This is an optimization exercise on Yosys and OpenROAD, whose aim is small area, not a production implementation. The RTL was checked by simulation tests, not by an equivalence proof against the original design. Power is estimated from default activity; no workload was simulated.

`flow/config.mk`:
```
export PLATFORM = sky130hd
export DESIGN_NAME = flappy_game
export DESIGN_NICKNAME = flappy_game
export VERILOG_FILES = /design/flow/design.v
export SDC_FILE = /design/flow/constraint.sdc
export NUM_CORES = 4
export LEC_CHECK = 0
export CAP_MARGIN = 20
export CORE_MARGIN = 2
export CORE_UTILIZATION = 40
export SLEW_MARGIN = 20
```
`flow/constraint.sdc`:
```
create_clock -name core_clock -period 20.0 [get_ports {clk}]
set_input_delay 4.0000 -clock core_clock [delete_from_list [all_inputs] [get_ports {clk}]]
set_output_delay 4.0000 -clock core_clock [all_outputs]
set_load 0.01 [all_outputs]
```
`flow/design.v`:
```
`timescale 1ns / 1ps
module debouncer(input clk,input rst,input button1,output button2);
 reg [3:0] cnt1;
always @(posedge clk) begin
  if(rst) cnt1<=4'd0;
  else if(cnt1==4'd0) cnt1<=button1 ? 4'd11 : 4'd0;
  else cnt1<=cnt1-4'd1;
end
assign button2=cnt1[3];
endmodule
`timescale 1ns / 1ps
module flappy_game(input clk,input rst,
				input pushin,paus,quit,
				input STATUS_IN,
				input [7:0] temp,    
				input [7:0] temp2,   
				output reg [2:0] state,
				output reg mode,
				output reg [1:0] level,
				output reg [7:0] score1,score2,
				output reg [8:0] birdrow1,birdrow2,
				output [7:0] birdcolumn1,birdcolumn2,
				output reg [1:0] birdangle1,birdangle2,
				output reg [8:0] row0,row1,row2,
				output [9:0] column0,column1,column2,
				output [7:0] height2,
				output test);
parameter set0=3'b000,set=3'b001,set2=3'b010,play=3'b011,pause=3'b100,fail=3'b101;
function [9:0] add10(input [9:0] a, input [9:0] b, input ci);
  integer i; reg c;
  begin
    c=ci;
    for(i=0;i<10;i=i+1) begin
      add10[i]=a[i]^b[i]^c;
      c=(a[i]&b[i])|(a[i]&c)|(b[i]&c);
    end
  end
endfunction
reg [7:0] C;         
reg [1:0] n;         
reg z;               
reg [6:0] hgt;       
reg heightdir;
reg [6:0] bc1;       
wire g=bc1[6]|bc1[5];  
reg collide1,collide2;
reg [7:0] x1,x2;     
reg f1,f2,a1,a2,l2,l12,sp;
reg [1:0] lv;        
reg [7:0] G;         
reg [8:0] s;         
reg [8:0] brs;
reg [6:0] xi1,xi2;
reg [7:0] Cm;
reg [9:0] t;
reg win1,win2,in,s1,s2,aft1,aft2,push1b,sel2,play_now;
wire push,push1,push2;
wire [6:0] rcnt;
reg [8:0] randomR;
wire Pause,Quit;
wire [9:0] c0s,c2s;
debouncer D1(clk,rst,pushin,push1);
Random R(clk,rst,rcnt);
always @* begin
  case (rcnt[4:1])
    4'd0: t[3:0]=4'b1101^rcnt[5:2];
    4'd1: t[3:0]=4'b1010^rcnt[5:2];
    4'd2: t[3:0]=4'b1111^rcnt[6:3];
    4'd3: t[3:0]=4'b0111^rcnt[5:2];
    4'd4: t[3:0]=4'b0110^rcnt[6:3];
    4'd5: t[3:0]=4'b1101^rcnt[5:2];
    4'd6: t[3:0]=4'b1110^rcnt[6:3];
    default: t[3:0]=4'b1011^rcnt[5:2];
  endcase
  case (t[3:0])
    4'd0: randomR=9'd365;  4'd1: randomR=9'd348;  4'd2: randomR=9'd331;  4'd3: randomR=9'd314;
    4'd4: randomR=9'd297;  4'd5: randomR=9'd280;  4'd6: randomR=9'd263;  4'd7: randomR=9'd246;
    4'd8: randomR=9'd229;  4'd9: randomR=9'd212;  4'd10: randomR=9'd195; 4'd11: randomR=9'd178;
    4'd12: randomR=9'd161; 4'd13: randomR=9'd144; 4'd14: randomR=9'd127; default: randomR=9'd110;
  endcase
end
assign c0s = add10({2'd0,C},10'd119,1'b0);
assign c2s = {3'd0,add10({3'd0,C[6:0]},10'd9,1'b0)&10'h7f};    
assign column0 = (n!=2'd0) ? {c0s[8:0],1'b0} : 10'd0;
assign column1 = n[1] ? {1'b0,C,1'b0} : 10'd0;
assign column2 = (n==2'd3 && C>=8'd131) ? {c2s[8:0],1'b0} : 10'd0;
assign birdcolumn1 = {bc1,1'b0};
assign birdcolumn2 = {g,2'b00,g,1'b0,g,g,1'b0};    
assign height2 = {g,hgt};
assign test=f1;
assign push=STATUS_IN? f1:push1||f2;
assign push2=l2;
assign Pause=paus||sp;
assign Quit=quit||(STATUS_IN? a1:a2);
always@(posedge clk) begin   
  if(rst) begin f1<=0;f2<=0;l2<=0;l12<=0; end
  else begin
    f1<=temp==8'h66; f2<=temp2==8'h66;
    l2<=temp2==8'h6c; l12<=temp==8'h6c||temp2==8'h6c;
  end
end
always@(posedge clk) begin
  a1<=temp==8'h61; a2<=temp2==8'h61;
  sp<=temp==8'h20||temp2==8'h20;
  lv<=(temp==8'h31||temp2==8'h31)?2'd1:(temp==8'h32||temp2==8'h32)?2'd2:(temp==8'h33||temp2==8'h33)?2'd3:2'd0;
end
always@(posedge clk) begin  
 if(rst) begin
   state=set0; mode=1'b0; level=2'b0; score1=8'b0; score2=8'b0;
   birdrow1=9'b0; birdrow2=9'b0; bc1=7'b0;
   birdangle1=2'b0; birdangle2=2'b0; hgt=7'b0;
   n=2'b0; row0=9'b0; row1=9'b0; row2=9'b0; C=0; x1=0; x2=0; z=0; collide1=0; collide2=0; heightdir=0;
 end else begin
 xi1=add10({3'd0,x1[6:0]},10'd0,1'b1);
 xi2=add10({3'd0,x2[6:0]},10'd0,1'b1);
 if(state==set0) begin
   if(STATUS_IN) begin
     if(f1) begin mode=1'b0;state=set;end
     else if(l12) begin mode=1'b1;state=set;end
   end else begin
     if(f2) begin mode=1'b0;state=set;end
     else if(l2) begin mode=1'b1;state=set;end
   end
 end
 if(state==set) begin
   if(Quit) state=set0;
   else if(lv!=2'd0) begin state=set2;level={lv[1]&lv[0],lv[1]&~lv[0]};x1=8'd64;end
 end
 else if(state==set2) begin
   if(x1[6:0]==7'h7f) begin state=play;
     score1=8'b0;score2=8'b0;collide1=1'b0;birdangle1=2'b00;birdangle2=2'b00;
     row0=9'd0;row1=9'd0;row2=9'd0;n=2'd0;C=8'd88;z=1'b0;
     birdrow1=9'd240;x1=8'd0;x2=8'd0;xi1=7'd1;xi2=7'd1;
     bc1=7'd125;heightdir=1'b1;
     hgt=(level==2'd0)?7'd82:(level==2'd1)?7'd22:7'd2;
     collide2=~mode;
     birdrow2=mode?9'd240:9'd511;
   end
   else x1[6:0]=xi1;
 end
 else if(state==play) begin
   if(Pause) state=pause;
   else if(birdrow1>9'd470&&birdrow2>9'd470) state=fail;
 end
 else if(state==pause) begin
   if(Quit) state=play;
 end
 else if(state==fail) begin
   if(Quit) state=set;
 end
 else state=set0;
 play_now=state==play;
 if(play_now) begin  
   if(push) x1=8'b1111_0101;
   else if(x1[7]||x1[6:0]!=7'h7f) x1={x1[7]&&x1[6:0]!=7'h7f,xi1};
   if(mode) begin
     if(push2) x2=8'b1111_0101;
     else if(x2[7]||x2[6:0]!=7'h7f) x2={x2[7]&&x2[6:0]!=7'h7f,xi2};
   end
 end
 if(play_now&&!collide1) begin  
   if(x1[7]) begin
     if(birdrow1>9'd19) begin
       birdrow1=add10({1'b0,birdrow1},(x1[6:0]<7'd120)?10'h3fb:(x1[6:0]<7'd125)?10'h3fc:10'h3fe,1'b0);
       birdangle1=2'b01;
     end else begin birdrow1=9'd19;birdangle1=2'b00;end
   end
   else if(birdrow1<9'd500) begin
     birdrow1=add10({1'b0,birdrow1},{7'd0,x1[6:4]},1'b0);
     birdangle1=(x1[6:0]>7'd19)?2'b10:2'b00;
   end
   else begin birdrow1=9'd511;birdangle1=2'b00;end
 end
 if(play_now&&!collide2) begin  
   if(x2[7]) begin
     if(birdrow2>9'd19) begin
       birdrow2=add10({1'b0,birdrow2},(x2[6:0]<7'd120)?10'h3fb:(x2[6:0]<7'd125)?10'h3fc:10'h3fe,1'b0);
       birdangle2=2'b01;
     end else begin birdrow2=9'd19;birdangle2=2'b00;end
   end
   else if(birdrow2<9'd500) begin
     birdrow2=add10({1'b0,birdrow2},{7'd0,x2[6:4]},1'b0);
     birdangle2=(x2[6:0]>7'd19)?2'b10:2'b00;
   end
   else begin birdrow2=9'd511;birdangle2=2'b00;end
 end
 sel2=C<8'd96;
 brs=sel2?birdrow2:birdrow1;
 s=add10({1'b0,brs},~{1'b0,row1},1'b1);
 case(level)
   2'd0: in=s[8]? s>9'h1a3 : s<9'd93;
   2'd1: in=s[8]? s>9'h1c1 : s<9'd63;
   default: in=s[8]? s>9'h1cb : s<9'd53;
 endcase
 Cm=add10({2'd0,C},10'h3ff,1'b0);
 if(play_now&&!(collide1&&collide2)) begin  
   if(C==8'd67) begin
     row2=row1;row1=row0;row0=randomR;C=8'd186;
     if(n!=2'd3) n={n[1]|n[0],~n[0]};
   end
   else if(C==8'd68&&!z&&n!=2'd0) z=1'b1;
   else begin
     C=Cm;z=1'b0;
     if(level==2'd2) begin
       if(hgt[5]&&hgt[4:0]!=5'd0) begin heightdir=1'b0;hgt[5:0]=add10({4'd0,hgt[5:0]},10'h3fe,1'b0);end
       else if(hgt[5:1]==5'd0) begin heightdir=1'b1;hgt[5:0]=add10({4'd0,hgt[5:0]},10'd2,1'b0);end
       else hgt[5:0]=add10({4'd0,hgt[5:0]},heightdir?10'd1:10'h3ff,1'b0);
     end
   end
 end
 s1=play_now&&n[1]&&C==8'd105&&!collide1;
 s2=play_now&&n==2'd3&&C==8'd174&&!collide2;
 score1=add10({2'd0,score1},10'd0,s1);
 score2=add10({2'd0,score2},10'd0,s2);
 win1=n[1]&&C>8'd105&&C<8'd145;
 if(play_now&&win1&&!in) collide1=1'b1;
 win2=n[1]&&C<8'd95;
 if(play_now&&mode&&win2&&!in) collide2=1'b1;
 G=add10({2'd0,C},~{3'd0,bc1},1'b1);
 aft1=play_now&&collide1&&birdrow1<9'd505&&(collide2||!n[1]||(!G[7]&&G>=8'd20)||(G[7]&&G<8'hec));
 push1b=play_now&&collide1&&birdrow1<9'd505&&!collide2&&n[1]&&G==8'd20;
 aft2=play_now&&collide2&&birdrow2<9'd505&&(collide1||!(n==2'd3&&C>=8'd174));
 birdrow1[8:2]=add10({3'd0,birdrow1[8:2]},10'd0,aft1);
 birdrow2[8:2]=add10({3'd0,birdrow2[8:2]},10'd0,aft2);
 bc1=add10({3'd0,bc1},{10{push1b}},1'b0);
 end
end
endmodule
module Random(input clk,input rst,output reg [6:0] counter);
always@(posedge clk) begin
  if(rst) counter<=7'b0; else counter<=counter+7'd1;
end
endmodule
```
`flow/flow/run.sh`:
```
#!/bin/bash
# Layout flow: the standard flow (standard.sh) with three changes that
# leave the design, its registers and constraints as they are:
#  - synthesis maps the logic with an area-oriented abc script
#    (flow/abc_deep.script) and without extracting half/full adder cells;
#  - the port buffers are the smallest buffer, buf_1;
#  - clock tree synthesis uses small clock buffers and no dummy loads.
# Each tool's output goes to the ORFS logs under orfs/logs; make's output
# goes to standard.log.
set -euo pipefail
here=$(pwd)
{
  cat <<EOT
# The standard flow's synthesis script, with abc's mapping script replaced
proc abc {args} {
  set i [lsearch -exact \$args -script]
  if {\$i >= 0} { set args [lreplace \$args \$i [expr {\$i + 1}]] }
  yosys abc -script $here/flow/abc_deep.script {*}\$args
}
EOT
  cat synth_recipe.tcl
} > flow_synth.tcl
CTS="-sink_clustering_enable -repair_clock_nets -dont_use_dummy_load -buf_list sky130_fd_sc_hd__clkbuf_8 -root_buf sky130_fd_sc_hd__clkbuf_8"
bash standard.sh SYNTH_SCRIPT=$here/flow_synth.tcl ADDER_MAP_FILE= \
  BUFFER_PORTS_ARGS="-buffer_cell sky130_fd_sc_hd__buf_1" \
  CTS_ARGS="$CTS" finish > standard.log 2>&1
```
`flow/flow/abc_deep.script`:
```
strash
&get -n
&deepsyn -T 240
&dch -f
&nf -R 1000 -p -F 10 -A 10 -a
&put
```
`flow/standard.sh`:
```
#!/bin/bash
# synth_recipe.tcl (not shown) runs the flow's synth.tcl, then flattens the netlist and writes it again
# the make line also repeats each setting of config.mk as NAME=value (left out here)
make -C /OpenROAD-flow-scripts/flow DESIGN_CONFIG=/design/flow/config.mk WORK_HOME=/design/flow/orfs CLKGATE_MAP_FILE= SYNTH_SCRIPT=/design/flow/synth_recipe.tcl "${@:-finish}"
```
==> flow_metrics.tcl, run 1 <==
set metrics [dict create \
    clkSlewWorstSetupHoldPaths_ns 0.07 \
    r2r-start "birdrow1[3]" \
    ios 148 \
    crit_type "in -> reg" \
    tightest_slew_ns 0.811 \
    numClockSinks 135 \
    worst_clock_skew_ns 0.0339 \
    reg2reg_to "bc1[6]" \
    peakVddDrop_mv 0.0383 \
    viasPerCell 5.57 \
    synthToLayoutAreaGrowth_pct 13.8 \
    yosysWarningCount 3 \
    root_buffer "clkbuf_8" \
    antenna_left 0 \
    reg2reg_slack_ns 9.28 \
    dp.final_hpwl_um 15800 \
    yosysUniqueCellTypes 58 \
    min_to "row0[7]" \
    ys.flop_type "dfxtp_1" \
    synth_area_per_cell_um2 7.59 \
    min_path_type "reg -> reg" \
    grt_pass1_wl_um 34500 \
    start_util_pct 41.1 \
    synthCells 980 \
    cts-resized-gates 0 \
    setup_viol 0 \
    drive_gt1_share_pct 2.56 \
    utilization_pct 46.8 \
    cts_tree "done" \
    min_from "row0[7]" \
    drv_slew 0 \
    row_count 49 \
    antennaDiodeCount 0 \
    synth_edf_count 0 \
    holdPathStages 2 \
    finalSetupTns_ns 0 \
    grt_use_total_pct 21.5 \
    drv_cap 0 \
    synthArstFlopShare_pct 0 \
    globalRouteOverflowTotal 0 \
    io_buffers 136 \
    cts_buffer_depth 2 \
    grt_start_max_net_pins 58 \
    slowest_stage "o311ai_0" \
    power.total_mw 0.460 \
    layout.nets 1159 \
    r2r_cells 43 \
    wire_per_inst_um 15.9 \
    slowest_delay_ns 0.55 \
    netlist_area_um2 7440 \
    min_period_ns 13.55 \
    postCtsSetupBuffers 0 \
    antenna_found_initial 0 \
    core-area_um2 18100 \
    startpoint_type "primary input" \
    hold_buffers 0 \
    crit_arrival_ns 13.84 \
    clock_latency_ns 0.46 \
    power_density_nw_per_um2 54.3 \
    end_kind "flip-flop" \
    worstPathRequired_ns 20.30 \
    h-tree-depth 4 \
    gp_congestion 0.893 \
    die_w_um 140 \
    ys_ff_latch 135 \
    max_slew_margin_pct 45.9 \
    rsz0062_at_grt "no" \
    grt_pass1_vias 6766 \
    status "no timing/DRC/antenna violations" \
    p_leak_nw 2.98 \
    routed_wl_um 21700 \
    cts_made_buffers 17 \
    first_iter_violations 461 \
    first_pass_iters 7 \
    max_freq_ghz 0.0738 \
    ys_seq_area_share_pct 36.3 \
    post-route-period-util_pct 67.7 \
    vias 7602 \
    die_area_um2 19700 \
    hold_violations 0 \
    drc 0 \
    fill_cells 1925 \
    fp.dieH_um 140 \
    crit_fanout 10 \
]
## metrics by stage
stage / setup WS [ns] / instance area, um^2 / hold slack, ns / cells
global route: 5.70 / 8460 / 0.490 / 1364
CTS: 6.50 / 8460 / 0.463 / 1364
finish: 6.45 / 8460 / 0.457 / 1364
global placement: 6.49 / 8220 / 0.446 / 1347
detailed placement: 6.05 / 8220 / 0.452 / 1347
floorplan: 7.35 / 7470 / 0.434 / 990
## cell usage after synthesis, drive strengths merged, types with 3 or more instances
cell | count | area (um^2)
or2 | 5 | 31.3
xor2 | 19 | 166
or3 | 12 | 75.1
buf | 16 | 120
and3 | 15 | 93.8
nand2 | 118 | 443
a221oi | 4 | 35.0
nor4b | 4 | 35.0
xnor2 | 30 | 263
o41ai | 3 | 26.3
nor3 | 43 | 215
a22oi | 4 | 30.0
dfxtp | 135 | 2700
nand2b | 12 | 75.1
nor2 | 127 | 477
o21a | 10 | 75.1
nor3b | 15 | 113
a21boi | 3 | 22.5
nor4 | 10 | 62.6
a21o | 7 | 52.6
or4b | 3 | 30.0
nor2b | 16 | 100
nand3 | 23 | 115
o31a | 3 | 26.3
a32o | 3 | 30.0
a22o | 22 | 193
o21ai | 99 | 495
a31oi | 10 | 62.6
mux2i | 4 | 40.0
o31ai | 7 | 52.6
nand4 | 6 | 37.5
a211oi | 6 | 45.0
o22ai | 10 | 62.6
and2 | 29 | 181
a21oi | 90 | 450
clkinv | 22 | 82.6
mux2 | 3 | 33.8
maj3 | 5 | 50.1
## layer usage
metal	wire length, um	global-route usage (%)	share of wire [%]
met2	9660	34.3	45
met4	370	7.02	1.7
met1	10000	28.7	46
met5	0	0	0
met3	1600	5.26	7.4
## critical path: cells and delay by family
kind / cells / cell delay, ns
adders and majority gates: 5 / 2.02
AOI/OAI and AO/OA: 13 / 2.80
buffers and inverters: 2 / 0.18
xor gates and xnor gates: 2 / 0.39
and+or+nand+nor: 18 / 4.43
## cell usage in the layout (no fill, tap or decap), types with 23 or more instances in the layout
cell,instances
xnor2_1,30
nor2_1,125
dfxtp_1,135
nand3_1,23
o21ai_0,99
a21oi_1,90
buf_1,135
nor3_1,43
and2_0,29
nand2_1,118
## registers in the layout (all words and copies together), names as in the netlist, 3 cells and up
signal and cells:
C 8, D1.cnt1 4, R.counter 7, bc1 7, birdrow1 9, birdrow2 9, hgt 7, row0 9
row1 9, row2 9, score1 8, score2 8, state 3, x1 8, x2 8
## logic make-up after synthesis
logic type,after synthesis,share of synthesized area (%)
simple gates,446,29.0
compound gates,299,24.5
flops,135,36.3
xor+xnor,49,5.77
buf+inv,38,2.73
mux,7,0.993
fa+ha+maj,5,0.673
other cells,1,0.0504
## worst max path at each step
stage / to / from
after floorplan: bc1[6] / STATUS_IN
after detailed placement: bc1[6] / STATUS_IN
after global placement: bc1[6] / STATUS_IN
final: bc1[6] / STATUS_IN
after CTS: bc1[6] / STATUS_IN
after global routing: bc1[6] / STATUS_IN
## cell type report
| class | count | area (um^2) | area share (%) |
|---|---|---|---|
| Inverter | 22 | 82.6 | 0.976 |
| Multi-Input combinational cell | 817 | 4580 | 54.2 |
| Tap cell | 229 | 287 | 3.39 |
| Clock buffer | 17 | 234 | 2.77 |
| Timing Repair Buffer | 144 | 572 | 6.76 |
| Sequential cell | 135 | 2700 | 31.9 |
## where the power goes
part | leakage, nW | total (mW) | switching (mW) | internal, mW
combinational | 1.77 | 0.0188 | 0.0126 | 0.00615
clock | 0.122 | 0.165 | 0.0909 | 0.0746
sequential | 1.09 | 0.276 | 0.00369 | 0.272
total | 2.98 | 0.460 | 0.107 | 0.353
==> inputs of run 2 (changes only) <==
==> flow/flow/abc_deep.script (replaced) <==
strash
&get -n
&deepsyn -T 240 -t
&dch -f
&nf -R 1000 -p
&put
==> run 2 against run 1 <==
Compared with the run above: sequential power is essentially flat; synthesized cell count shrank 0.41%; first-iteration DRC count grew 14%; setup slack lost 0.52 ns; cell area is essentially flat; die area grew 0.19%; worst hold slack lost 0.0032 ns; area after synthesis grew 0.20%; utilization shrank 0.20 points; sequential share of layout area is essentially flat; critical path type unchanged; highest routed layer is now met5.
==> flow_metrics.tcl, run 2 <==
set metrics [dict create \
    synthToLayoutAreaGrowth_pct 13.5 \
    synth_top_family_by_area "simple AND/OR/NAND/NOR gates" \
    ys.flop_type "dfxtp_1" \
    yosysWarningCount 3 \
    globalRouteOverflowTotal 0 \
    setup_viol 0 \
    status "no timing/DRC/antenna violations" \
    fin_ws_ns 5.93 \
    root_buffer "clkbuf_8" \
    crit_end "birdrow1[8]" \
    synth_most_common_cell "dfxtp_1" \
    r2r-start "l2" \
    drc 0 \
    synthCells 976 \
    grt_start_max_net_pins 44 \
    gp_congestion 0.885 \
    grt_pass1_wl_um 34800 \
    dp_cells 1340 \
    synth_fa_ha_area_share_pct 0.806 \
    crit_fanout 11 \
    start_util_pct 41.1 \
    ys_seq_area_share_pct 36.3 \
    antenna_left 0 \
    reg2reg_slack_ns 9.24 \
    netlist_area_um2 7450 \
    synthMuxAreaShare_pct 0.823 \
    peakVddDrop_mv 0.0394 \
    postCtsSetupBuffers 0 \
    dp.final_hpwl_um 15900 \
    h-tree-depth 4 \
    synth_common_cells "dfxtp_1 (135), nor2_1 (124), nand2_1 (116)" \
    min_path_type "reg -> reg" \
    instances_no_fill 1357 \
    ios 148 \
    grt_pass1_vias 6876 \
    cts-resized-gates 0 \
    io_buffers 136 \
    startpoint_type "primary input" \
    hold_buffers 0 \
    synth_compound_area_share_pct 23.0 \
    slowest_stage "nor2b_1" \
    layout_common_cells "dfxtp_1 (135), buf_1 (135), nor2_1 (122)" \
    numClockSinks 135 \
    cts_buffer_depth 2 \
    wire_per_inst_um 16.0 \
    layout.nets 1152 \
    crit_type "in -> reg" \
    synth_top_area_share_pct 36.3 \
    die_w_um 140 \
    core-area_um2 18100 \
    tightest_slew_ns 0.846 \
    grt_use_total_pct 21.6 \
    max_freq_ghz 0.0711 \
    yosysTopAreaCell "dfxtp_1" \
    ys_ff_latch 135 \
    hold_violations 0 \
    worst-path-buf-inv 1 \
    crit_family "simple AND/OR/NAND/NOR gates" \
    rsz0062_at_grt "no" \
    viasPerCell 5.65 \
    cp.depth 47 \
    r2r_cells 46 \
    max_slew_margin_pct 43.6 \
    p_leak_nw 2.98 \
    clock_latency_ns 0.46 \
    die_area_um2 19700 \
    fp.dieH_um 140 \
    ys_top_cells_by_area "dfxtp_1 (36%), nor2_1 (6.2%), nand2_1 (5.8%), a21oi_1 (5.8%), o21ai_0 (4.6%)" \
    first_pass_iters 5 \
    clkSlewWorstSetupHoldPaths_ns 0.08 \
    slowest_delay_ns 0.55 \
    utilization_pct 46.6 \
    worst_clock_skew_ns 0.0350 \
    vias 7670 \
    dpl_worst_slack_ns 5.65 \
    antenna_found_initial 1 \
    end_kind "flip-flop" \
    drv_cap 0 \
    row_count 49 \
    synthXorXnorAreaFrac_pct 5.47 \
    whs_ns 0.454 \
    reg2reg_to "birdrow1[8]" \
    crit_arrival_ns 14.45 \
    drv_slew 0 \
    synth_area_per_cell_um2 7.63 \
    antennaDiodeCount 0 \
    synthArstFlopShare_pct 0 \
    cts_tree "done" \
    yosysUniqueCellTypes 55 \
    synth_simple_gate_area_share_pct 31.0 \
    critPathLaunch "STATUS_IN" \
    path_common_cell "nor2_1" \
    drive_gt1_share_pct 2.30 \
    synth_edf_count 0 \
    post-route-period-util_pct 70.3 \
    finalSetupTns_ns 0 \
    min_period_ns 14.07 \
    first_iter_violations 525 \
    power_density_nw_per_um2 55.4 \
    routed_wl_um 21700 \
    worstPathRequired_ns 20.38 \
    cts_made_buffers 17 \
]
==> run 2: cell count changes after synthesis, sizes merged, moves of 6 or more <==
cell / before / now
o21ai: 99 / 69
nor3b: 15 / 9
a22o: 22 / 15
nand2b: 12 / 27
and2: 29 / 35
nor3: 43 / 51
or2: 5 / 14
==> run 2: metrics by stage <==
stage                     total power [mW]  cell area [um^2]
after floorplan                      0.299              7490
after global placement               0.307              8210
after detailed placement             0.307              8210
after CTS                            0.474              8450
after global routing                 0.488              8450
final                                0.468              8450
==> run 2: how the worst min path moves through the flow <==
stage	start	slack, ns	to	cells after the start
3_5_place_dp	row2[5]	0.44	row2[5]	2
2_1_floorplan	R.counter[0]	0.43	R.counter[0]	1
3_3_place_gp	row2[2]	0.44	row2[2]	2
4_1_cts	row2[5]	0.46	row2[5]	2
6_report	row2[2]	0.45	row2[2]	2
5_1_grt	row2[3]	0.49	row2[3]	2
==> run 2: cell families (layout without fill, tap and decap cells) <==
family / Yosys count / in the layout
simple gates: 475 / 475
compound gates: 274 / 274
flops: 135 / 135
xor+xnor: 45 / 45
buf+inv: 34 / 176
fa+ha+maj: 6 / 6
mux: 6 / 6
other cells: 1 / 11
==> run 2: routing by layer <==
metal	GRT usage, %	up-vias	share of wire (%)
li1	-	3820	-
met1	29.0	3551	47
met2	35.3	267	45
met3	5.16	30	7.1
met4	5.00	2	1.1
met5	0	-	0.060
==> run 2: worst register-to-register path: cells and delay by family, from the launching register on <==
| kind | cells | cell delay (ns) |
|---|---|---|
| AO/OA/AOI/OAI | 15 | 3.21 |
| adder cells (fa/ha/maj) | 3 | 1.21 |
| AND/OR/NAND/NOR | 28 | 5.81 |
| flip-flops | 1 | 0.48 |
==> run 2: where the power goes <==
part | total (mW) | switching [mW] | internal, mW
logic | 0.0234 | 0.0149 | 0.00848
clock network | 0.167 | 0.0923 | 0.0747
registers | 0.278 | 0.00536 | 0.273
==> run 2: final cells by class <==
cell class,instances,area [um^2]
repair buffers,141,549
well taps,229,287
fillers,1877,9690
flip-flops and latches,135,2700
multi-input cells,817,4610
inverters,18,67.6
clock buffers,17,234
==> inputs of run 3 (changes only) <==
==> flow/flow/abc_deep.script (replaced) <==
strash
&get -n
&deepsyn -T 600 -t
&dch -f
&nf -R 1000 -p
&put
==> run 3 against run 2 <==
Compared with the run above: via count decreased by 2.3%; critical path type unchanged; still clean; critical path depth decreased by 7; clock skew decreased by 0.011 ns; register-to-register slack improved by 0.98 ns.
==> flow_metrics.tcl, run 3 <==
set metrics [dict create \
    ys_top_cells_by_area "dfxtp_1 (37%), nor2_1 (7.3%), a21oi_1 (6.2%), nand2_1 (4.7%), o21ai_0 (4.6%)" \
    crit_arrival_ns 13.39 \
    dpl_worst_slack_ns 6.71 \
    min_period_ns 13.09 \
    synth_most_common_cell "nor2_1" \
    start_util_pct 41.0 \
    routed_wl_um 21000 \
    antenna_left 0 \
    fp.dieH_um 140 \
    row_count 49 \
    yosysWarningCount 3 \
    wire_per_inst_um 15.5 \
    gr-usage-met3_pct 4.96 \
    synth_compound_area_share_pct 22.2 \
    dp_cells 1335 \
    synthXorXnorAreaFrac_pct 5.93 \
    h-tree-depth 4 \
    max_slew_margin_pct 29.7 \
    use_met1_pct 29.1 \
    rsz0062_at_grt "no" \
    grt_pass1_wl_um 34300 \
    min_path_type "reg -> reg" \
    grt_use_met2_pct 34.1 \
    setup_viol 0 \
    yosysUniqueCellTypes 60 \
    worst_clock_skew_ns 0.0235 \
    vias 7497 \
    grt_start_max_net_pins 48 \
    ios 148 \
    synth_top_area_share_pct 36.6 \
    first_pass_iters 5 \
    grt_pass1_vias 6822 \
    fin_ws_ns 6.91 \
    max_freq_ghz 0.0764 \
    ys.flop_type "dfxtp_1" \
    die_area_um2 19600 \
    synth_simple_gate_area_share_pct 31.4 \
    synthArstFlopShare_pct 0 \
    core-area_um2 18000 \
    cts-resized-gates 0 \
    hold_violations 0 \
    drc 0 \
    postCtsSetupBuffers 0 \
    synth_edf_count 0 \
    crit_type "in -> reg" \
    gp_congestion 0.889 \
    final_cell_area_um2 8410 \
    drv_cap 0 \
    ys_seq_area_share_pct 36.6 \
    drv_slew 0 \
    synthCells 968 \
    status "no timing/DRC/antenna violations" \
    fill_cells 1914 \
    ys_ff_latch 135 \
    post-route-period-util_pct 65.4 \
    synth_fa_ha_area_share_pct 0.271 \
    io_buffers 136 \
    cts_buffer_depth 2 \
    instances_no_fill 1352 \
    p_leak_nw 2.99 \
    cts_made_buffers 17 \
    peakVddDrop_mv 0.0420 \
    dpl_cell_area_um2 8170 \
    synthMuxAreaShare_pct 0.966 \
    hold_buffers 0 \
    globalRouteOverflowTotal 0 \
    tightest_slew_ns 1.05 \
    end_kind "flip-flop" \
    slowest_stage "nor2b_1" \
    drive_gt1_share_pct 2.58 \
    root_buffer "clkbuf_8" \
    startpoint_type "primary input" \
    viasPerCell 5.55 \
    power_density_nw_per_um2 55.5 \
    synthToLayoutAreaGrowth_pct 13.9 \
    yosysTopAreaCell "dfxtp_1" \
    synth_common_cells "nor2_1 (143), dfxtp_1 (135), nand2_1 (92)" \
    synth_top_family_by_area "simple AND/OR/NAND/NOR gates" \
    antennaDiodeCount 0 \
    layout_commonest_cell "nor2_1" \
    clkSlewWorstSetupHoldPaths_ns 0.07 \
    first_iter_violations 548 \
    die_w_um 140 \
    crit_fanout 10 \
    netlist_area_um2 7380 \
    numClockSinks 135 \
    clock_latency_ns 0.45 \
    busiest_layer "met2" \
    whs_ns 0.458 \
    cts_tree "done" \
    antenna_found_initial 0 \
    layout_common_cells "nor2_1 (142), dfxtp_1 (135), buf_1 (135)" \
    finalSetupTns_ns 0 \
    power.total_mw 0.467 \
    synth_area_per_cell_um2 7.63 \
    slowest_delay_ns 0.61 \
    utilization_pct 46.7 \
    reg2reg_slack_ns 10.22 \
    layout.nets 1147 \
    grt_use_total_pct 21.4 \
    dp.final_hpwl_um 15500 \
    worstPathRequired_ns 20.30 \
]
run 3: cell types whose count changed after synthesis, moves of 7 or more:
cell	delta
o21a_1	-9
nor2_1	+19
a22o_1	+9
and2_0	-9
nor3_1	+7
nand2_1	-24
run 3: power by group:
group          internal, mW  switching (mW)
combinational       0.00780          0.0147
sequential            0.272         0.00364
clock                0.0748          0.0942
run 3: layer usage:
metal  wire length, um  vias to the layer above
met5                 0                        -
met4               344                        0
met3              1250                       28
met2              9510                      208
met1              9890                     3462
li1                  -                     3799
run 3: cell families after synthesis:
group | after synthesis
flops | 135
fa+ha+maj | 2
xor+xnor | 50
simple gates | 474
other cells | 1
buf+inv | 35
mux | 7
compound gates | 264
run 3: path summary, 6_finish.rpt:
| check | start | to | depth (start not counted) |
|---|---|---|---|
| max reg2reg | l2 | birdrow1[7] | 39 |
| min | row0[5] | row0[5] | 2 |
| max | STATUS_IN | birdrow1[7] | 40 |
| min reg2reg | row0[5] | row0[5] | 2 |
run 3: final cells by class:
class	instances	area [um^2]	share of cell area, %
multi-input cells	808	4540	54.0
flip-flops and latches	135	2700	32.1
repair buffers	144	572	6.80
well taps	229	287	3.41
clock buffers	17	234	2.78
inverters	19	71.3	0.848
run 3: worst max-delay path, delay by kind of cell:
| family | cells | cell delay [ns] |
|---|---|---|
| multiplexers | 1 | 0.22 |
| AND/OR/NAND/NOR | 21 | 4.61 |
| AO/OA/AOI/OAI | 14 | 3.34 |
| adder cells (fa/ha/maj) | 2 | 0.80 |
| buffers and inverters | 1 | 0.14 |
| XOR/XNOR | 1 | 0.29 |
==> inputs of run 4 (changes only) <==
==> flow/flow/abc_deep.script (replaced) <==
strash
&get -n
&deepsyn -T 300 -t
&deepsyn -T 300 -S 7
&dch -f
&nf -R 1000 -p -F 10 -A 10 -a
&put
==> run 4 against run 3 <==
Compared with the run above: via count up 0.92%; setup slack got worse by 1.6 ns; clock-buffer cell count unchanged; still clean; maximum frequency fell by 11%; die area rose by 0.92%; utilization increased by 0.19 points.
==> flow_metrics.tcl, run 4 <==
set metrics [dict create \
    grt_use_total_pct 21.4 \
    crit_fanout 9 \
    min_period_ns 14.73 \
    crit_arrival_ns 15.09 \
    dp.final_hpwl_um 15300 \
    min_from "row2[4]" \
    ys_seq_area_share_pct 36.3 \
    h-tree-depth 4 \
    cts-resized-gates 0 \
    netlist_area_um2 7450 \
    yosysUniqueCellTypes 61 \
    synth_common_cells "dfxtp_1 (135), nor2_1 (130), nand2_1 (105)" \
    peakVddDrop_mv 0.0376 \
    p_leak_nw 3.03 \
    first_iter_violations 440 \
    viasPerCell 5.53 \
    finalSetupTns_ns 0 \
    grt_start_max_net_pins 46 \
    hold_buffers 0 \
    worstPathRequired_ns 20.36 \
    setup_viol 0 \
    r2r_cells 45 \
    row_count 49 \
    routed_wl_um 21100 \
    postCtsSetupBuffers 0 \
    drc 0 \
    hold_violations 0 \
    ys_top_cells_by_area "dfxtp_1 (36%), nor2_1 (6.5%), a21oi_1 (5.6%), o21ai_0 (5.3%), nand2_1 (5.3%)" \
    reg2reg_slack_ns 8.69 \
    tightest_slew_ns 0.967 \
    path_common_cell "nand2_1" \
    slowest_stage "o311ai_0" \
    ys_ff_latch 135 \
    cts_buffer_depth 2 \
    worst_clock_skew_ns 0.0285 \
    rsz0062_at_grt "no" \
    synthToLayoutAreaGrowth_pct 14.1 \
    yosysTopAreaCell "dfxtp_1" \
    ys.flop_type "dfxtp_1" \
    crit_type "in -> reg" \
    synth_edf_count 0 \
    multi_input_area_um2 4590 \
    startpoint_type "primary input" \
    min_to "row2[4]" \
    core-area_um2 18100 \
    grt_pass1_vias 6898 \
    clkSlewWorstSetupHoldPaths_ns 0.06 \
    antennaDiodeCount 0 \
    synthCells 980 \
    cts_made_buffers 17 \
    end_kind "flip-flop" \
    antenna_found_initial 0 \
    vias 7566 \
    max_freq_ghz 0.0679 \
    drv_cap 0 \
    globalRouteOverflowTotal 0 \
    power_density_nw_per_um2 54.6 \
    status "no timing/DRC/antenna violations" \
    grt_pass1_wl_um 34600 \
    first_pass_iters 4 \
    synth_area_per_cell_um2 7.60 \
    slowest_delay_ns 0.59 \
    fp.dieH_um 140 \
    numClockSinks 135 \
    max_slew_margin_pct 35.3 \
    r2r-start "l2" \
    drive_gt1_share_pct 2.81 \
    gp_congestion 0.832 \
    dpl_worst_slack_ns 4.92 \
    die_area_um2 19700 \
    fill_cells 1929 \
    io_buffers 136 \
    post-route-period-util_pct 73.6 \
    synthArstFlopShare_pct 0 \
    cts_tree "done" \
    start_util_pct 41.1 \
    whs_ns 0.458 \
    synth_most_common_cell "dfxtp_1" \
    layout.nets 1163 \
    reg2reg_to "bc1[6]" \
    clock_latency_ns 0.45 \
    synth_top_area_share_pct 36.3 \
    drv_slew 0 \
    layout_common_cells "dfxtp_1 (135), buf_1 (135), nor2_1 (130)" \
    fin_ws_ns 5.27 \
    ios 148 \
    antenna_left 0 \
    wire_per_inst_um 15.4 \
    seq_area_um2 2700 \
    die_w_um 140 \
    min_path_type "reg -> reg" \
    root_buffer "clkbuf_8" \
    yosysWarningCount 3 \
    holdPathStages 2 \
]
-- run 4: where the power goes --
group / internal (mW) / leakage [nW] / total (mW) / switching (mW)
sequential: 0.273 / 1.09 / 0.278 / 0.00561
clock: 0.0747 / 0.122 / 0.164 / 0.0895
combinational: 0.00785 / 1.82 / 0.0221 / 0.0142
total: 0.355 / 3.03 / 0.465 / 0.109
-- run 4: stage by stage --
stage          total power, mW  instance area [um^2]  instances  utilization, %
2_1_floorplan            0.298                  7490        990               -
3_3_place_gp             0.306                  8270       1351            45.6
3_5_place_dp             0.306                  8270       1351            45.6
4_1_cts                  0.471                  8500       1368            46.8
5_1_grt                  0.487                  8500       1368            46.8
6_report                 0.465                  8500       1368            46.8
-- run 4: cells by family (layout without fill, tap and decap cells) --
| kind of cell | Yosys count | after routing | share of synthesized area (%) |
|---|---|---|---|
| fa+ha+maj | 5 | 5 | 0.672 |
| mux | 4 | 4 | 0.554 |
| buf+inv | 39 | 188 | 2.77 |
| simple gates | 468 | 468 | 30.5 |
| flops | 135 | 135 | 36.3 |
| compound gates | 279 | 279 | 23.4 |
| other cells | 1 | 11 | 0.0503 |
| xor+xnor | 49 | 49 | 5.76 |
-- run 4: cell type report --
type	count	share of cell area, %
Timing Repair Buffer	148	7.08
Multi-Input combinational cell	816	54.0
Sequential cell	135	31.8
Tap cell	229	3.37
Clock buffer	17	2.75
Inverter	23	1.02
-- run 4: layer usage --
layer / vias to the layer above / wire [um] / GRT usage (%) / share of wire, %
met2: 223 / 9740 / 36.1 / 46
met4: 0 / 255 / 5.26 / 1.2
met3: 20 / 1200 / 4.44 / 5.7
met1: 3487 / 9870 / 28.2 / 47
li1: 3836 / - / - / -
met5: - / 0 / 0 / 0
-- run 4: how the worst max path moves through the flow --
stage	start	end	slack (ns)
after floorplan	STATUS_IN	bc1[6]	6.66
after global placement	STATUS_IN	bc1[6]	5.41
after detailed placement	STATUS_IN	bc1[6]	4.92
after CTS	STATUS_IN	bc1[6]	5.35
after global routing	STATUS_IN	bc1[6]	4.16
final	STATUS_IN	bc1[6]	5.27
-- run 4: worst max-delay path: cells and delay by family --
kind | cells | cell delay, ns
simple gates | 23 | 5.43
buf+inv | 2 | 0.26
fa+ha+maj | 4 | 1.52
compound gates | 17 | 3.89
==> inputs of run 5 (changes only) <==
--- a/flow/design.v
+++ b/flow/design.v
@@ -50,5 +50,5 @@
 reg [7:0] G;         
 reg [8:0] s;         
-reg [8:0] brs;
+reg [8:0] brs,bsum;
 reg [6:0] xi1,xi2;
 reg [7:0] Cm;
@@ -160,12 +160,11 @@
  end
  if(play_now&&!collide1) begin  
+   bsum=add10({1'b0,birdrow1},x1[7]?((x1[6:0]<7'd120)?10'h3fb:(x1[6:0]<7'd125)?10'h3fc:10'h3fe):{7'd0,x1[6:4]},1'b0);
    if(x1[7]) begin
-     if(birdrow1>9'd19) begin
-       birdrow1=add10({1'b0,birdrow1},(x1[6:0]<7'd120)?10'h3fb:(x1[6:0]<7'd125)?10'h3fc:10'h3fe,1'b0);
-       birdangle1=2'b01;
-     end else begin birdrow1=9'd19;birdangle1=2'b00;end
+     if(birdrow1>9'd19) begin birdrow1=bsum;birdangle1=2'b01;end
+     else begin birdrow1=9'd19;birdangle1=2'b00;end
    end
    else if(birdrow1<9'd500) begin
-     birdrow1=add10({1'b0,birdrow1},{7'd0,x1[6:4]},1'b0);
+     birdrow1=bsum;
      birdangle1=(x1[6:0]>7'd19)?2'b10:2'b00;
    end
@@ -173,12 +172,11 @@
  end
  if(play_now&&!collide2) begin  
+   bsum=add10({1'b0,birdrow2},x2[7]?((x2[6:0]<7'd120)?10'h3fb:(x2[6:0]<7'd125)?10'h3fc:10'h3fe):{7'd0,x2[6:4]},1'b0);
    if(x2[7]) begin
-     if(birdrow2>9'd19) begin
-       birdrow2=add10({1'b0,birdrow2},(x2[6:0]<7'd120)?10'h3fb:(x2[6:0]<7'd125)?10'h3fc:10'h3fe,1'b0);
-       birdangle2=2'b01;
-     end else begin birdrow2=9'd19;birdangle2=2'b00;end
+     if(birdrow2>9'd19) begin birdrow2=bsum;birdangle2=2'b01;end
+     else begin birdrow2=9'd19;birdangle2=2'b00;end
    end
    else if(birdrow2<9'd500) begin
-     birdrow2=add10({1'b0,birdrow2},{7'd0,x2[6:4]},1'b0);
+     birdrow2=bsum;
      birdangle2=(x2[6:0]>7'd19)?2'b10:2'b00;
    end
@@ -203,7 +201,7 @@
      C=Cm;z=1'b0;
      if(level==2'd2) begin
-       if(hgt[5]&&hgt[4:0]!=5'd0) begin heightdir=1'b0;hgt[5:0]=add10({4'd0,hgt[5:0]},10'h3fe,1'b0);end
-       else if(hgt[5:1]==5'd0) begin heightdir=1'b1;hgt[5:0]=add10({4'd0,hgt[5:0]},10'd2,1'b0);end
-       else hgt[5:0]=add10({4'd0,hgt[5:0]},heightdir?10'd1:10'h3ff,1'b0);
+       if(hgt[5]&&hgt[4:0]!=5'd0) heightdir=1'b0;
+       else if(hgt[5:1]==5'd0) heightdir=1'b1;
+       hgt[5:0]=add10({4'd0,hgt[5:0]},(hgt[5]&&hgt[4:0]!=5'd0)?10'h3fe:(hgt[5:1]==5'd0)?10'd2:heightdir?10'd1:10'h3ff,1'b0);
      end
    end
==> run 5 against run 4 <==
Compared with the run above: utilization decreased by 0.72 points; worst hold slack is essentially flat; cell area down 3.2%; highest routed layer unchanged; register-to-register slack better by 0.65 ns; critical path type unchanged; largest power group unchanged.
==> flow_metrics.tcl, run 5 <==
set metrics [dict create \
    status "no timing/DRC/antenna violations" \
    core-area_um2 17800 \
    grt_use_total_pct 21.5 \
    synth_fa_ha_area_share_pct 0.694 \
    h-tree-depth 4 \
    synth_simple_gate_area_share_pct 29.5 \
    netlist_area_um2 7210 \
    grt_pass1_vias 6500 \
    ys_seq_area_share_pct 37.5 \
    routed_wl_um 20700 \
    synth_top_family_by_area "simple AND/OR/NAND/NOR gates" \
    post-route-period-util_pct 70.3 \
    cp.depth 41 \
    row_count 49 \
    first_pass_iters 5 \
    crit_arrival_ns 14.36 \
    wire_per_inst_um 15.8 \
    path_common_cell "o21ai_0" \
    drv_cap 0 \
    peakVddDrop_mv 0.0397 \
    max_slew_margin_pct 47.6 \
    p_leak_nw 2.97 \
    drv_slew 0 \
    ios 148 \
    crit_fanout 10 \
    io_buffers 136 \
    antennaDiodeCount 0 \
    root_buffer "clkbuf_8" \
    layout_common_cells "dfxtp_1 (135), buf_1 (135), nor2_1 (134)" \
    fp.dieH_um 138 \
    dp_cells 1293 \
    postCtsSetupBuffers 0 \
    ys_ff_latch 135 \
    max_freq_ghz 0.0712 \
    crit_type "in -> reg" \
    min_path_type "reg -> reg" \
    tightest_slew_ns 0.784 \
    slowest_stage "or2_0" \
    synth_area_per_cell_um2 7.78 \
    finalSetupTns_ns 0 \
    cts_buffer_depth 2 \
    hold_buffers 0 \
    layout.nets 1105 \
    synthCells 926 \
    yosysTopAreaCell "dfxtp_1" \
    antenna_left 0 \
    viasPerCell 5.55 \
    yosysUniqueCellTypes 58 \
    dpl_cell_area_um2 7990 \
    synth_most_common_cell "dfxtp_1" \
    grt_start_max_net_pins 61 \
    drive_gt1_share_pct 2.59 \
    cts-resized-gates 0 \
    power_density_nw_per_um2 56.8 \
    startpoint_type "primary input" \
    setup_viol 0 \
    min_period_ns 14.05 \
    numClockSinks 135 \
    crit_family "simple AND/OR/NAND/NOR gates" \
    synthToLayoutAreaGrowth_pct 14.2 \
    worstPathRequired_ns 20.31 \
    synth_edf_count 0 \
    synth_common_cells "dfxtp_1 (135), nor2_1 (134), a21oi_1 (97)" \
    die_w_um 138 \
    cts_made_buffers 17 \
    instances_no_fill 1310 \
    clkSlewWorstSetupHoldPaths_ns 0.08 \
    ys.flop_type "dfxtp_1" \
    clock_latency_ns 0.46 \
    start_util_pct 40.4 \
    holdPathStages 2 \
    synth_compound_area_share_pct 22.0 \
    end_kind "flip-flop" \
    antenna_found_initial 0 \
    vias 7268 \
    fill_cells 1814 \
    first_iter_violations 528 \
    rsz0062_at_grt "no" \
    worst_clock_skew_ns 0.0231 \
    ys_top_cells_by_area "dfxtp_1 (37%), nor2_1 (7.0%), a21oi_1 (6.7%), nand2_1 (4.4%), nor3_1 (4.2%)" \
    cts_tree "done" \
    synthMuxAreaShare_pct 1.04 \
    hold_violations 0 \
    final_cell_area_um2 8230 \
    die_area_um2 19100 \
    synthArstFlopShare_pct 0 \
    grt_pass1_wl_um 33700 \
    slowest_delay_ns 0.65 \
    yosysWarningCount 3 \
    synthXorXnorAreaFrac_pct 6.39 \
    worst-path-buf-inv 2 \
    globalRouteOverflowTotal 0 \
    dp.final_hpwl_um 15300 \
    gp_congestion 0.834 \
    drc 0 \
    r2r_cells 39 \
    synth_top_area_share_pct 37.5 \
]
## run 5: cell count changes in the layout (fill, tap and decap cells not counted), sizes merged, moves of 7 or more
cell	previous run	this run
nor2b	33	11
nand3b	3	11
nand2	105	84
nor3	49	60
a21oi	84	97
nand3	25	14
and3	17	24
nand2b	22	14
o21ai	79	56
## run 5: cell type report
| cell class | count | area, um^2 | area share (%) |
|---|---|---|---|
| Multi-Input combinational cell | 762 | 4350 | 52.8 |
| Sequential cell | 135 | 2700 | 32.8 |
| Timing Repair Buffer | 144 | 572 | 6.95 |
| Tap cell | 229 | 287 | 3.48 |
| Clock buffer | 17 | 234 | 2.84 |
| Inverter | 23 | 86.3 | 1.05 |
## run 5: cells by family (layout without fill, tap and decap cells)
logic type	count (synthesis)	after routing
AOI/OAI and AO/OA	257	257
muxes	7	7
xor gates and xnor gates	51	51
and+or+nand+nor	431	431
buffers and inverters	39	184
other	1	11
DFF	135	135
adders and majority gates	5	5
## run 5: per-layer routing
| layer | track usage [%] | share of wire [%] | up-vias |
|---|---|---|---|
| met5 | 0 | 0 | - |
| met3 | 4.92 | 6.0 | 35 |
| met1 | 29.5 | 47 | 3367 |
| met4 | 5.91 | 1.7 | 0 |
| met2 | 34.2 | 46 | 218 |
| li1 | - | - | 3648 |
## run 5: final timing paths
path | endpoint | from | slack, ns
worst max register to register | birdrow2[7] | l2 | 9.34
worst min register to register | row2[4] | row2[4] | 0.46
worst min-delay path | row2[4] | row2[4] | 0.46
worst max-delay path | birdrow2[7] | STATUS_IN | 5.95
## run 5: where the power goes
part	internal [mW]	total, mW	switching [mW]
sequential	0.273	0.278	0.00541
combinational	0.00801	0.0233	0.0153
clock	0.0746	0.166	0.0917
total	0.355	0.468	0.112
## run 5: worst min-delay path, cell delays in order, from the launching register on
cell and delay (ns):
dfxtp_1 0.33, nand2_1 0.04, o21ai_0 0.06
## run 5: stage by stage
step / total power, mW / utilization (%) / worst slack [ns] / hold slack, ns
6_report: 0.468 / 46.1 / 5.95 / 0.457
5_1_grt: 0.488 / 46.1 / 4.84 / 0.488
4_1_cts: 0.473 / 46.1 / 6.02 / 0.463
3_5_place_dp: 0.307 / 44.8 / 5.59 / 0.444
3_3_place_gp: 0.307 / 44.8 / 5.90 / 0.439
2_1_floorplan: 0.299 / - / 6.98 / 0.464
==> inputs of run 6 (changes only) <==
==> flow/flow/abc_deep.script (replaced) <==
strash
&get -n
&deepsyn -T 600 -t
&deepsyn -T 600 -S 7
&dch -f
&nf -R 1000 -p -F 10 -A 10 -a
&put
==> run 6 against run 5 <==
Compared with the run above: still clean; area after synthesis shrank 0.17%; worst hold slack improved by 0.0038 ns; synthesized cell count down 0.54%; sequential cell count unchanged; clock-buffer cell count stayed put; cell area decreased by 0.33%; global-route usage is 0.21 points lower; utilization about the same; largest power group unchanged.
==> flow_metrics.tcl, run 6 <==
set metrics [dict create \
    gp_congestion 0.924 \
    min_to "row0[4]" \
    worstPathRequired_ns 20.34 \
    synth_edf_count 0 \
    synth_fa_ha_area_share_pct 0.835 \
    routed_wl_um 20300 \
    tightest_slew_ns 0.926 \
    antenna_found_initial 0 \
    synth_most_common_cell "dfxtp_1" \
    first_pass_iters 6 \
    power_density_nw_per_um2 56.7 \
    max_slew_margin_pct 38.1 \
    slowest_delay_ns 0.51 \
    cts-resized-gates 0 \
    setup_viol 0 \
    layout_common_cells "dfxtp_1 (135), buf_1 (135), nor2_1 (129)" \
    yosysWarningCount 3 \
    rsz0062_at_grt "no" \
    startpoint_type "primary input" \
    crit_fanout 13 \
    synth_top_family_by_area "simple AND/OR/NAND/NOR gates" \
    numClockSinks 135 \
    synthMuxAreaShare_pct 0.574 \
    cts_tree "done" \
    clock_latency_ns 0.44 \
    min_from "row0[4]" \
    synth_simple_gate_area_share_pct 29.7 \
    crit_arrival_ns 13.89 \
    start_util_pct 40.5 \
    vias 7138 \
    ys_top_cells_by_area "dfxtp_1 (38%), nor2_1 (6.8%), a21oi_1 (6.3%), o21ai_0 (4.2%), nand2_1 (4.1%)" \
    root_buffer "clkbuf_8" \
    worst_clock_skew_ns 0.0294 \
    path_common_cell "o21ai_0" \
    synthToLayoutAreaGrowth_pct 14.0 \
    grt_start_max_net_pins 61 \
    fill_cells 1873 \
    p_leak_nw 2.98 \
    antennaDiodeCount 0 \
    layout.nets 1098 \
    antenna_left 0 \
    hold_buffers 0 \
    grt_pass1_wl_um 33600 \
    hold_violations 0 \
    drc 0 \
    ios 148 \
    synth_compound_area_share_pct 21.6 \
    fp.dieH_um 138 \
    max_freq_ghz 0.0738 \
    r2r-start "x1[2]" \
    synth_top_area_share_pct 37.6 \
    grt_pass1_vias 6620 \
    io_buffers 136 \
    seq_area_um2 2700 \
    clkSlewWorstSetupHoldPaths_ns 0.06 \
    netlist_area_um2 7200 \
    finalSetupTns_ns 0 \
    synthArstFlopShare_pct 0 \
    grt_use_total_pct 21.3 \
    multi_input_area_um2 4350 \
    synthCells 921 \
    min_period_ns 13.54 \
    ys_ff_latch 135 \
    h-tree-depth 4 \
    peakVddDrop_mv 0.0454 \
    die_area_um2 19100 \
    viasPerCell 5.48 \
    status "no timing/DRC/antenna violations" \
    reg2reg_to "bc1[6]" \
    end_kind "flip-flop" \
    core-area_um2 17800 \
    post-route-period-util_pct 67.7 \
    cts_made_buffers 17 \
    ys_seq_area_share_pct 37.6 \
    globalRouteOverflowTotal 0 \
    holdPathStages 2 \
    ys.flop_type "dfxtp_1" \
    crit_type "in -> reg" \
    synth_area_per_cell_um2 7.81 \
    drv_slew 0 \
    reg2reg_slack_ns 9.88 \
    yosysTopAreaCell "dfxtp_1" \
    crit_family "simple AND/OR/NAND/NOR gates" \
    dp.final_hpwl_um 15000 \
    first_iter_violations 546 \
    synthXorXnorAreaFrac_pct 7.06 \
    die_w_um 138 \
    drive_gt1_share_pct 2.42 \
    min_path_type "reg -> reg" \
    slowest_stage "or2_0" \
    cts_buffer_depth 2 \
    row_count 49 \
    r2r_cells 41 \
    drv_cap 0 \
    synth_common_cells "dfxtp_1 (135), nor2_1 (130), a21oi_1 (91)" \
    worst-path-buf-inv 2 \
    postCtsSetupBuffers 0 \
    wire_per_inst_um 15.5 \
    yosysUniqueCellTypes 55 \
    utilization_pct 46.1 \
]
[run 6: how the worst max path moves through the flow]
stage	endpoint	depth (start not counted)	start
global route	bc1[6]	43	STATUS_IN
detailed placement	bc1[6]	43	STATUS_IN
global placement	bc1[6]	43	STATUS_IN
finish	bc1[6]	43	STATUS_IN
CTS	bc1[6]	43	STATUS_IN
floorplan	bc1[6]	42	STATUS_IN
[run 6: logic make-up (layout without fill, tap and decap cells)]
logic type               Yosys count  count (layout)
AO/OA/AOI/OAI                    250             250
XOR/XNOR                          58              58
adder cells (fa/ha/maj)            6               6
buffers and inverters             34             177
flip-flops                       135             135
multiplexers                       4               4
other                              1              11
AND/OR/NAND/NOR                  433             433
[run 6: stage by stage]
step                      worst slack, ns  hold slack (ns)  std cells  power (mW)  area, um^2
after detailed placement             6.06            0.445       1285       0.306        7960
after global placement               6.35            0.444       1285       0.305        7960
final                                6.46            0.461       1303       0.465        8200
after CTS                            6.53            0.464       1302       0.471        8190
after floorplan                      7.66            0.426        931       0.298        7230
after global routing                 5.27            0.493       1303       0.488        8200
[run 6: tightest hold or removal path, stage by stage, from the launching register on]
cell and delay, ns:
dfxtp_1 0.33, nand2_1 0.06, nand2_1 0.04
[run 6: layout make-up]
cell class              count  area share, %
clock buffers              17           2.85
inverters                  18          0.824
multi-input cells         762           53.0
flip-flops and latches    135           33.0
well taps                 229           3.49
repair buffers            142           6.83
[run 6: routing by layer]
layer  vias to the layer above  global-route usage [%]  share of wire, %
li1                       3613                       -                 -
met1                      3272                    28.3                47
met2                       236                    34.9                46
met3                        17                    5.13               6.3
met4                         0                    5.64               1.5
met5                         -                       0                 0
[run 6: power breakdown]
group	internal, mW	leakage [nW]	total [mW]	switching [mW]
logic	0.00794	1.77	0.0235	0.0156
clock network	0.0748	0.122	0.166	0.0907
registers	0.272	1.09	0.276	0.00396

[afterwards: timing with drivers on the ports]
The results above use ideal ports. As a check the final layouts listed here were re-extracted and re-timed, cells and wires unchanged. Step 1 sets driving cells, clkbuf_16 on the clock port and buf_2 on the other inputs (assumed; they add their load-dependent delay and slew). Step 2 times the ports against the registers' clock, not the clock port: input delays grow and output delays shrink by t, the midpoint of the rising clock arrivals with the driver on. Three values: ideal, step 1, step 2; two values: the first two.
run | t, ns | setup slack, ns | hold slack, ns | worst setup path after step 2 | worst slew at a driven data input, ns
run 1 | 0.477 | 6.455 / 6.471 / 5.994 | 0.457 / 0.457 / 0.457 | input to register | 0.04
run 2 | 0.479 | 5.933 / 5.951 / 5.472 | 0.454 / 0.454 / 0.454 | input to register | 0.03
run 3 | 0.477 | 6.910 / 6.931 / 6.455 | 0.458 / 0.458 / 0.458 | input to register | 0.03
run 4 | 0.470 | 5.274 / 5.293 / 4.823 | 0.458 / 0.458 / 0.458 | input to register | 0.03
run 5 | 0.481 | 5.946 / 5.946 / 5.464 | 0.457 / 0.457 / 0.457 | input to register | 0.04
run 6 | 0.463 | 6.456 / 6.462 / 5.999 | 0.461 / 0.461 / 0.461 | input to register | 0.04
After both steps setup and hold are still met in every run listed. The setup slack of run 5, which loses most, moves by 0.000 ns with the drivers and by -0.482 ns with both steps.
